What follows belongs to an exercise in optimizing a design on an open flow for a short achievable clock period and few clock cycles; a production flow would make more cautious choices.
The RTL was checked by simulation tests, not by an equivalence proof against the original design.

==> 08-18 <==
## datapath
module datapath (
    input clk,
    input rst,
    output logic        inst_read,
    output logic [31:0] inst_addr,
    input  logic        inst_resp,
    input  logic [31:0] inst_rdata,
    output logic        data_read,
    output logic        data_write,
    output logic [3:0]  data_mbe,
    output logic [31:0] data_addr,
    output logic [31:0] data_wdata,
    input  logic        data_resp,
    input  logic [31:0] data_rdata
);
make LEC_CHECK=0 CAP_MARGIN=25 CORE_MARGIN=2 CORE_UTILIZATION=35 PLACE_DENSITY=0.55 SLEW_MARGIN=35 finish   # period 11.0 ns
run.sh (not shown) runs the stock make flow with config.mk's settings and CLKGATE_MAP_FILE= SYNTH_SCRIPT=/design/flow/synth_recipe.tcl, a recipe that flattens the netlist after the stock synthesis.
==> inputs of 10-08, as changes to 08-18 <==
--- a/flow/design.v
+++ b/flow/design.v
@@ -161,85 +161,101 @@
     output logic [31:0] data_addr,
     output logic [31:0] data_wdata,
     input  logic        data_resp,
     input  logic [31:0] data_rdata
 );
 localparam int BTB_IB = 5;               
 localparam int BTB_N  = 1 << BTB_IB;
 localparam int BTB_TB = 6;               
-localparam int RAS_B  = 3;               
+localparam int RAS_B  = 3;
+localparam int GH_B   = 4;               
+localparam int PHT_B  = 4 + GH_B;        
+localparam int PHT_N  = 1 << PHT_B;               
 localparam int RAS_N  = 1 << RAS_B;
 logic        gstall;         
 logic        lu_stall;       
 logic        ex_mis;         
-logic [31:0] ex_redirect;
+logic        jr_pend;        
+logic [31:0] jr_tgt;
+logic        rst_q;
+always_ff @(posedge clk) rst_q <= rst;
 logic [31:0] pc;
 logic             btb_v    [BTB_N];
 logic [BTB_TB-1:0] btb_tag [BTB_N];
 logic [29:0]      btb_tgt  [BTB_N];
 logic             btb_jmp  [BTB_N];     
 logic             btb_ret  [BTB_N];     
-logic [1:0]       btb_ctr  [BTB_N];
 logic [29:0]      ras [RAS_N];
 logic [RAS_B-1:0] ras_sp;
+logic [1:0]       pht [PHT_N];
+logic [GH_B-1:0]  ghist;
 logic        d_v;
-logic [31:0] d_pc, d_ir, d_pnext;
+logic [31:0] d_pc, d_ir, d_pnext, d_pc4;
+logic [PHT_B-1:0] d_pidx, e_pidx, u_pidx;
 logic        e_v, e_we, e_load, e_store, e_br, e_jal, e_jalr, e_mis_s;
 logic [4:0]  e_rd;
-logic [31:0] e_a, e_b, e_sd, e_pre, e_pc, e_pc4, e_redir, e_jcmp;
-logic        e_okt, e_okn;
+logic [31:0] e_a, e_b, e_sd, e_pre, e_pc, e_pc4, e_jcmp;
+logic        e_okn;
+logic [31:0] e_tgt, e_pnext;
 logic        e_aR, e_aEM, e_aMW, e_bR, e_bEM, e_bMW, e_sR, e_sEM, e_sMW, e_sWB;
 logic        e_sub, e_sra;
 logic        e_add, e_sll, e_sr, e_slt, e_sltu, e_xor, e_or, e_and, e_pres;
 logic        e_beq, e_blt, e_bltu, e_binv;
 logic        e_mb, e_mh, e_mw;
 logic [2:0]  e_f3;
-logic        e_call, e_ret;
+logic        e_ret, e_call;
 logic        e_nw;           
 logic [4:0]  e_rs1, e_rs2;
 logic        m_we, m_load, m_store, m_sWB, m_jmp;
 logic [4:0]  m_rd;
 logic [31:0] m_res, m_wdata;
 logic [3:0]  m_mbe;
 logic [2:0]  m_f3;
 logic        w_we;
 logic [4:0]  w_rd;
 logic [31:0] w_res;
 logic [31:0] rf [32];
-logic        u_v, u_br, u_taken, u_jmp, u_ret, u_call, u_clear;
-logic [31:0] u_pc, u_tgt, u_pc4;
+logic        u_v, u_br, u_taken, u_jmp, u_ret, u_clear;
+logic [31:0] u_pc, u_tgt;
 assign inst_addr = pc;
 assign inst_read = 1'b1;
 wire [BTB_IB-1:0] f_idx = pc[BTB_IB+1:2];
 wire [BTB_TB-1:0] f_tag = pc[BTB_IB+BTB_TB+1:BTB_IB+2];
 wire        f_hit   = btb_v[f_idx] && (btb_tag[f_idx] == f_tag);
-wire        f_taken = f_hit && (btb_jmp[f_idx] || btb_ctr[f_idx][1]);
+wire [PHT_B-1:0] f_pidx = {pc[5:2], ghist};
+wire        f_taken = f_hit && (btb_jmp[f_idx] || pht[f_pidx][1]);
 wire [29:0] f_tgt   = btb_ret[f_idx] ? ras[ras_sp] : btb_tgt[f_idx];
 wire [31:0] f_pc4   = pc + 32'd4;
 wire [31:0] f_next  = f_taken ? {f_tgt, 2'b00} : f_pc4;
+logic [31:0] pc_seq, pc_t, pc_n, pc_o, pc_nx;
+logic        mis_t, mis_n, mis_o;
+always_comb begin
+    pc_seq = lu_stall ? pc : f_next;
+    pc_t   = mis_t ? e_tgt   : pc_seq;
+    pc_n   = mis_n ? e_pc4   : pc_seq;
+    pc_o   = mis_o ? (e_jal ? e_tgt : e_pc4) : pc_seq;
+    pc_nx  = jr_pend ? jr_tgt : (e_br ? (taken ? pc_t : pc_n) : pc_o);
+end
 always_ff @(posedge clk) begin
     if (rst) begin
         pc  <= 32'h0000_0060;
         d_v <= 1'b0;
     end else if (!gstall) begin
-        if (ex_mis) begin
-            pc  <= ex_redirect;
-            d_v <= 1'b0;
-        end else if (!lu_stall) begin
-            pc  <= f_next;
-            d_v <= 1'b1;
-        end
+        pc  <= pc_nx;
+        d_v <= !jr_pend && !ex_mis && (d_v || !lu_stall);
     end
 end
 always_ff @(posedge clk) begin
     if (!gstall && !lu_stall) begin
         d_pc    <= pc;
         d_ir    <= inst_rdata;
         d_pnext <= f_next;
+        d_pc4   <= f_pc4;
+        d_pidx  <= f_pidx;
     end
 end
 wire [6:0] op  = d_ir[6:0];
 wire [4:0] rd  = d_ir[11:7];
 wire [4:0] rs1 = d_ir[19:15];
 wire [4:0] rs2 = d_ir[24:20];
 wire [2:0] f3  = d_ir[14:12];
 wire       f7b = d_ir[30];
@@ -258,20 +274,18 @@
 wire wr   = (i_lui | i_auipc | i_jal | i_jalr | i_load | i_alu) && (rd != 5'd0);
 wire [31:0] imm_i = {{21{d_ir[31]}}, d_ir[30:20]};
 wire [31:0] imm_s = {{21{d_ir[31]}}, d_ir[30:25], d_ir[11:7]};
 wire [31:0] imm_b = {{20{d_ir[31]}}, d_ir[7], d_ir[30:25], d_ir[11:8], 1'b0};
 wire [31:0] imm_u = {d_ir[31:12], 12'h000};
 wire [31:0] imm_j = {{12{d_ir[31]}}, d_ir[19:12], d_ir[20], d_ir[30:21], 1'b0};
 wire [31:0] pcimm   = i_br ? imm_b : (i_jal ? imm_j : imm_u);
 wire [31:0] d_tgt   = d_pc + pcimm;
-wire [31:0] d_pc4   = d_pc + 32'd4;
 wire [31:0] d_bimm  = i_store ? imm_s : imm_i;
 wire [31:0] d_pre   = i_lui ? imm_u : (i_auipc ? d_tgt : d_pc4);
-wire        d_okt   = (d_pnext == d_tgt);
 wire        d_okn   = (d_pnext == d_pc4);
 wire [31:0] d_jcmp  = d_pnext - imm_i;
 wire [31:0] rv1 = (rs1 == 5'd0) ? 32'd0 : ((w_we && w_rd == rs1) ? w_res : rf[rs1]);
 wire [31:0] rv2 = (rs2 == 5'd0) ? 32'd0 : ((w_we && w_rd == rs2) ? w_res : rf[rs2]);
 wire ex_w    = e_we;                      
 wire h1_ex   = ex_w && (e_rd == rs1);
 wire h2_ex   = ex_w && (e_rd == rs2);
 wire h1_mem  = m_we && (m_rd == rs1);
@@ -285,42 +299,46 @@
 wire alu_sub  = i_op && f3 == 3'd0 && f7b;
 wire link1 = (rd == 5'd1) || (rd == 5'd5);
 wire link2 = (rs1 == 5'd1) || (rs1 == 5'd5);
 wire bubble = lu_stall || ex_mis || !d_v;
 always_ff @(posedge clk) begin
     if (rst) begin
         e_v <= 1'b0; e_we <= 1'b0; e_load <= 1'b0; e_store <= 1'b0;
         e_br <= 1'b0; e_jal <= 1'b0; e_jalr <= 1'b0; e_mis_s <= 1'b0; e_nw <= 1'b0;
+        e_call <= 1'b0; e_ret <= 1'b0;
     end else if (!gstall) begin
         e_v     <= !bubble;
         e_we    <= !bubble && wr;
         e_load  <= !bubble && i_load;
         e_store <= !bubble && i_store;
         e_br    <= !bubble && i_br;
         e_jal   <= !bubble && i_jal;
         e_jalr  <= !bubble && i_jalr;
         e_nw    <= !bubble && (i_store || i_br);
-        e_mis_s <= !bubble && (i_jal ? !d_okt : (!i_br && !i_jalr && !d_okn));
+        e_call  <= !bubble && (i_jal || i_jalr) && link1;
+        e_ret   <= !bubble && i_jalr && link2 && !link1;
+        e_mis_s <= !bubble && !i_jal && !i_br && !i_jalr && !d_okn;
     end
 end
 always_ff @(posedge clk) begin
     if (!gstall) begin
         e_rd    <= rd;
         e_rs1   <= rs1;
         e_rs2   <= rs2;
         e_a     <= rv1;
         e_b     <= useimm ? d_bimm : rv2;
         e_sd    <= rv2;
         e_pre   <= d_pre;
         e_pc    <= d_pc;
         e_pc4   <= d_pc4;
-        e_redir <= (i_br || i_jal) ? d_tgt : d_pc4;
         e_jcmp  <= d_jcmp;
-        e_okt   <= d_okt;
+        e_tgt   <= d_tgt;
+        e_pidx  <= d_pidx;
+        e_pnext <= d_pnext;
         e_okn   <= d_okn;
         e_aEM <= h1_ex;
         e_aMW <= !h1_ex && h1_mem && !q1;
         e_aR  <= !h1_ex && !(h1_mem && !q1);
         e_bEM <= !useimm && h2_ex;
         e_bMW <= !useimm && !h2_ex && h2_mem && !q2;
         e_bR  <= useimm || (!h2_ex && !(h2_mem && !q2));
         e_sEM <= h2_ex && !e_load;
@@ -341,18 +359,16 @@
         e_beq  <= f3[2:1] == 2'b00;
         e_blt  <= f3[2:1] == 2'b10;
         e_bltu <= f3[2:1] == 2'b11;
         e_binv <= f3[0] && f3[2:1] != 2'b01;
         e_mb <= f3 == 3'd0 || (i_load && f3 == 3'd4);
         e_mh <= f3 == 3'd1 || (i_load && f3 == 3'd5);
         e_mw <= f3 == 3'd2;
         e_f3 <= f3;
-        e_call <= link1;
-        e_ret  <= i_jalr && link2 && !link1;
     end
 end
 wire [31:0] A  = ({32{e_aR}} & e_a)  | ({32{e_aEM}} & m_res) | ({32{e_aMW}} & w_res);
 wire [31:0] B  = ({32{e_bR}} & e_b)  | ({32{e_bEM}} & m_res) | ({32{e_bMW}} & w_res);
 wire [31:0] SD = ({32{e_sR}} & e_sd) | ({32{e_sEM}} & m_res) | ({32{e_sMW}} & w_res);
 wire [31:0] sum  = A + (B ^ {32{e_sub}}) + {31'd0, e_sub};
 wire        eq   = (A == B);
 wire        lt   = ($signed(A) < $signed(B));
@@ -365,21 +381,27 @@
     | ({32{e_sr}}   & shr)
     | ({32{e_slt}}  & {31'd0, lt})
     | ({32{e_sltu}} & {31'd0, ltu})
     | ({32{e_xor}}  & (A ^ B))
     | ({32{e_or}}   & (A | B))
     | ({32{e_and}}  & (A & B))
     | ({32{e_pres}} & e_pre);
 wire taken = e_binv ^ ((e_beq & eq) | (e_blt & lt) | (e_bltu & ltu));
+wire e_okt = (e_pnext == e_tgt);
 wire jalr_bad = (A != e_jcmp);
-assign ex_mis = e_mis_s
-              | (e_br & (taken ? !e_okt : !e_okn))
-              | (e_jalr & jalr_bad);
-assign ex_redirect = e_jalr ? sum : ((e_br & !taken) ? e_pc4 : e_redir);
+assign mis_t  = !e_okt;
+assign mis_n  = !e_okn;
+assign mis_o  = e_mis_s | (e_jal & !e_okt);
+assign ex_mis = e_br ? (taken ? mis_t : mis_n) : (mis_o | (e_jalr & jalr_bad));
+always_ff @(posedge clk) begin
+    if (rst) jr_pend <= 1'b0;
+    else if (!gstall) jr_pend <= e_jalr & jalr_bad;
+    if (!jr_pend) jr_tgt <= sum;
+end
 wire [3:0] ex_mbe = e_mb ? (4'b0001 << sum[1:0]) :
                     e_mh ? (4'b0011 << {sum[1], 1'b0}) :
                     e_mw ? 4'b1111 : 4'b0000;
 always_ff @(posedge clk) begin
     if (rst) begin
         m_we <= 1'b0; m_load <= 1'b0; m_store <= 1'b0;
     end else if (!gstall) begin
         m_we    <= e_we;
@@ -399,61 +421,90 @@
     end
 end
 always_ff @(posedge clk) begin
     if (rst) u_v <= 1'b0;
     else     u_v <= !gstall && e_v;
     u_br    <= e_br;
     u_taken <= taken;
     u_jmp   <= e_jal | e_jalr;
-    u_ret   <= e_jalr & e_ret;
-    u_call  <= (e_jal | e_jalr) & e_call;
+    u_ret   <= e_ret;
     u_clear <= !e_br && !e_jal && !e_jalr && !e_okn;
     u_pc    <= e_pc;
-    u_tgt   <= e_jalr ? sum : e_redir;
-    u_pc4   <= e_pc4;
+    u_pidx  <= e_pidx;
+    u_tgt   <= e_jalr ? sum : e_tgt;
 end
 wire [BTB_IB-1:0] u_idx = u_pc[BTB_IB+1:2];
 wire [BTB_TB-1:0] u_tag = u_pc[BTB_IB+BTB_TB+1:BTB_IB+2];
-wire u_hit = btb_v[u_idx] && (btb_tag[u_idx] == u_tag);
-wire [1:0] u_ctr = btb_ctr[u_idx];
+wire       u_hit = btb_v[u_idx] && (btb_tag[u_idx] == u_tag);
+logic             pw_en;
+logic [PHT_B-1:0] pw_idx;
+logic [1:0]       pw_ctr;
+wire  [1:0]       u_pc2 = pht[u_pidx];
+always_ff @(posedge clk) begin
+    if (rst) pw_en <= 1'b0;
+    else     pw_en <= u_v && u_br;
+    pw_idx <= u_pidx;
+    pw_ctr <= u_taken ? ((u_pc2 == 2'b11) ? 2'b11 : u_pc2 + 2'b01)
+                      : ((u_pc2 == 2'b00) ? 2'b00 : u_pc2 - 2'b01);
+end
+always_ff @(posedge clk) begin
+    if (rst_q) begin
+        for (int i = 0; i < PHT_N; i++) pht[i] <= 2'b10;
+    end else if (pw_en) begin
+        pht[pw_idx] <= pw_ctr;
+    end
+end
+always_ff @(posedge clk) begin
+    if (rst) ghist <= '0;
+    else if (!gstall && e_br) ghist <= {ghist[GH_B-2:0], taken};
+end
+logic             bw_en;
+logic [BTB_IB-1:0] bw_idx;
+logic             bw_v, bw_jmp, bw_ret;
+logic [BTB_TB-1:0] bw_tag;
+logic [29:0]      bw_tgt;
+always_ff @(posedge clk) begin
+    if (rst) bw_en <= 1'b0;
+    else     bw_en <= u_v && ((u_clear && u_hit) || u_jmp || (u_br && u_taken));
+    bw_idx <= u_idx;
+    bw_tag <= u_tag;
+    bw_v   <= !u_clear;
+    bw_jmp <= u_jmp;
+    bw_ret <= u_ret;
+    bw_tgt <= u_tgt[31:2];
+end
 always_ff @(posedge clk) begin
     if (rst) begin
         for (int i = 0; i < BTB_N; i++) btb_v[i] <= 1'b0;
-    end else if (u_v) begin
-        if (u_clear) begin
-            if (u_hit) btb_v[u_idx] <= 1'b0;
-        end else if (u_jmp || (u_br && u_taken && !(u_hit && !btb_jmp[u_idx]))) begin
-            btb_v[u_idx]   <= 1'b1;
-            btb_tag[u_idx] <= u_tag;
-            btb_tgt[u_idx] <= u_tgt[31:2];
-            btb_jmp[u_idx] <= u_jmp;
-            btb_ret[u_idx] <= u_ret;
-            btb_ctr[u_idx] <= 2'b10;
-        end else if (u_br && u_hit && !btb_jmp[u_idx]) begin
-            if (u_taken) begin
-                btb_tgt[u_idx] <= u_tgt[31:2];
-                if (u_ctr != 2'b11) btb_ctr[u_idx] <= u_ctr + 2'b01;
-            end else begin
-                if (u_ctr != 2'b00) btb_ctr[u_idx] <= u_ctr - 2'b01;
-            end
-        end
+    end else if (bw_en) begin
+        btb_v[bw_idx]   <= bw_v;
+    end
+end
+always_ff @(posedge clk) begin
+    if (bw_en) begin
+        btb_tag[bw_idx] <= bw_tag;
+        btb_tgt[bw_idx] <= bw_tgt;
+        btb_jmp[bw_idx] <= bw_jmp;
+        btb_ret[bw_idx] <= bw_ret;
     end
 end
 always_ff @(posedge clk) begin
     if (rst) begin
         ras_sp <= '0;
+    end else if (!gstall) begin
+        if (e_call)     ras_sp <= ras_sp + 1'b1;
+        else if (e_ret) ras_sp <= ras_sp - 1'b1;
+    end
+end
+always_ff @(posedge clk) begin
+    if (rst_q) begin
         for (int i = 0; i < RAS_N; i++) ras[i] <= '0;
-    end else if (u_v) begin
-        if (u_call) begin
-            ras_sp <= ras_sp + 1'b1;
-            ras[ras_sp + 1'b1] <= u_pc4[31:2];
-        end else if (u_ret) begin
-            ras_sp <= ras_sp - 1'b1;
-        end
+    end else if (e_call) begin
+        ras[ras_sp + 1'b1] <= e_pc4[31:2];
     end
 end
 assign gstall = ~inst_resp | ((m_load | m_store) & ~data_resp);
 assign data_read  = m_load;
 assign data_write = m_store;
 assign data_addr  = {m_res[31:2], 2'b00};
 assign data_mbe   = m_mbe;
 assign data_wdata = m_sWB ? (w_res << {m_res[1:0], 3'b000}) : m_wdata;
@@ -483,15 +534,15 @@
 end
 always_ff @(posedge clk) begin
     if (!gstall) begin
         w_rd  <= m_rd;
         w_res <= m_load ? ld_val : m_res;
     end
 end
 always_ff @(posedge clk) begin
-    if (rst) begin
+    if (rst_q) begin
         for (int i = 0; i < 32; i++) rf[i] <= 32'd0;
     end else if (w_we) begin
         rf[w_rd] <= w_res;
     end
 end
 endmodule
==> flow/flow/run.sh (new file) <==
#!/bin/bash
set -euo pipefail
MARGIN=${MARGIN:-7}
bash standard.sh SETUP_SLACK_MARGIN=$MARGIN finish > standard_flow.log 2>&1
==> flow/standard.sh (new file) <==
#!/bin/bash
# synth_recipe.tcl (not shown) runs the flow's synth.tcl, then flattens the netlist and writes it again
# the make line also repeats each setting of config.mk as NAME=value (left out here)
make -C /OpenROAD-flow-scripts/flow DESIGN_CONFIG=/design/flow/config.mk WORK_HOME=/design/flow/orfs CLKGATE_MAP_FILE= SYNTH_SCRIPT=/design/flow/synth_recipe.tcl "${@:-finish}"
--- a/flow/config.mk
+++ b/flow/config.mk
@@ -4,9 +4,10 @@
 export VERILOG_FILES = /design/flow/design.v
 export SDC_FILE = /design/flow/constraint.sdc
 export NUM_CORES = 4
 export LEC_CHECK = 0
 export CAP_MARGIN = 25
 export CORE_MARGIN = 2
 export CORE_UTILIZATION = 35
 export PLACE_DENSITY = 0.55
+export SETUP_SLACK_MARGIN = 5
 export SLEW_MARGIN = 35
removed: flow/run.sh
==> flow_summary.toml <==
[drt]
dr_wl_met2_mm = 307
via_per_inst = 5.91
vias = 117000

[synth]
syn_area_um2 = 184000
yosys.area_share.xor_xnor_pct = 1.40

[outcome]
status = "no timing/DRC/antenna violations"

[die]
design.core.area_um2 = 525000
die_x_um = 730
rows = 266

[power]
p_sw_w = 0.00968
leakage_nw = 72.6

[final_layout]
fin_util_pct = 41.2

[sta]
finalClockSkew_ps = 142
grt_setup_unrepaired = "yes"

[worst_hold_path]
hold_end = "bw_tgt[17]$_DFF_P_"

[critical_path]
cp.depth = 7
The numbers above come from 10-08.

==> flow_summary.toml <==
[drt]
via_per_inst = 5.86
dr_wl_met2_mm = 273
vias = 99500

[die]
rows = 246
die_x_um = 676

[outcome]
status = "no timing/DRC/antenna violations"

[power]
p_sw_w = 0.00802
leakage_nw = 60.9

[worst_hold_path]
hold_end = "u_pc[6]$_DFF_P_"
The numbers above come from 08-18.

Testbench counts of 08-18, summed over its fixed seeds: cycles 77,522.
Testbench counts of 10-08, summed over its fixed seeds: cycles 75,614.

==> static timing again, ports no longer ideal <==
No port has a modelled driver above. Below, the same layouts with a new extraction and two added sets of constraints. Step 1, drivers: a clkbuf_16 drives clk and a buf_2 each remaining input, both assumed. Step 2, shift: input delay + t, output delay - t, t = (earliest + latest rising clock arrival at the registers) / 2. This alone moves slack from input paths to output paths. a / b / c = no drivers / after step 1 / after step 2; a / b = the first two.
| run | t (ns) | slack for setup (ns) | worst setup path after step 2 | worst data-port slew with drivers (ns) | pins driven straight from the clock port |
|---|---|---|---|---|---|
| 08-18 | 1.046 | 3.468 / 3.468 / 3.468 | register to register | 0.22 | 1 |
| 10-08 | 1.103 | 6.109 / 5.993 / 5.929 | input to register | 0.38 | 1 |
After both steps setup and hold are still met in every run listed. The setup slack of 10-08, which loses most, moves by -0.116 ns with the drivers and by -0.180 ns with both steps.
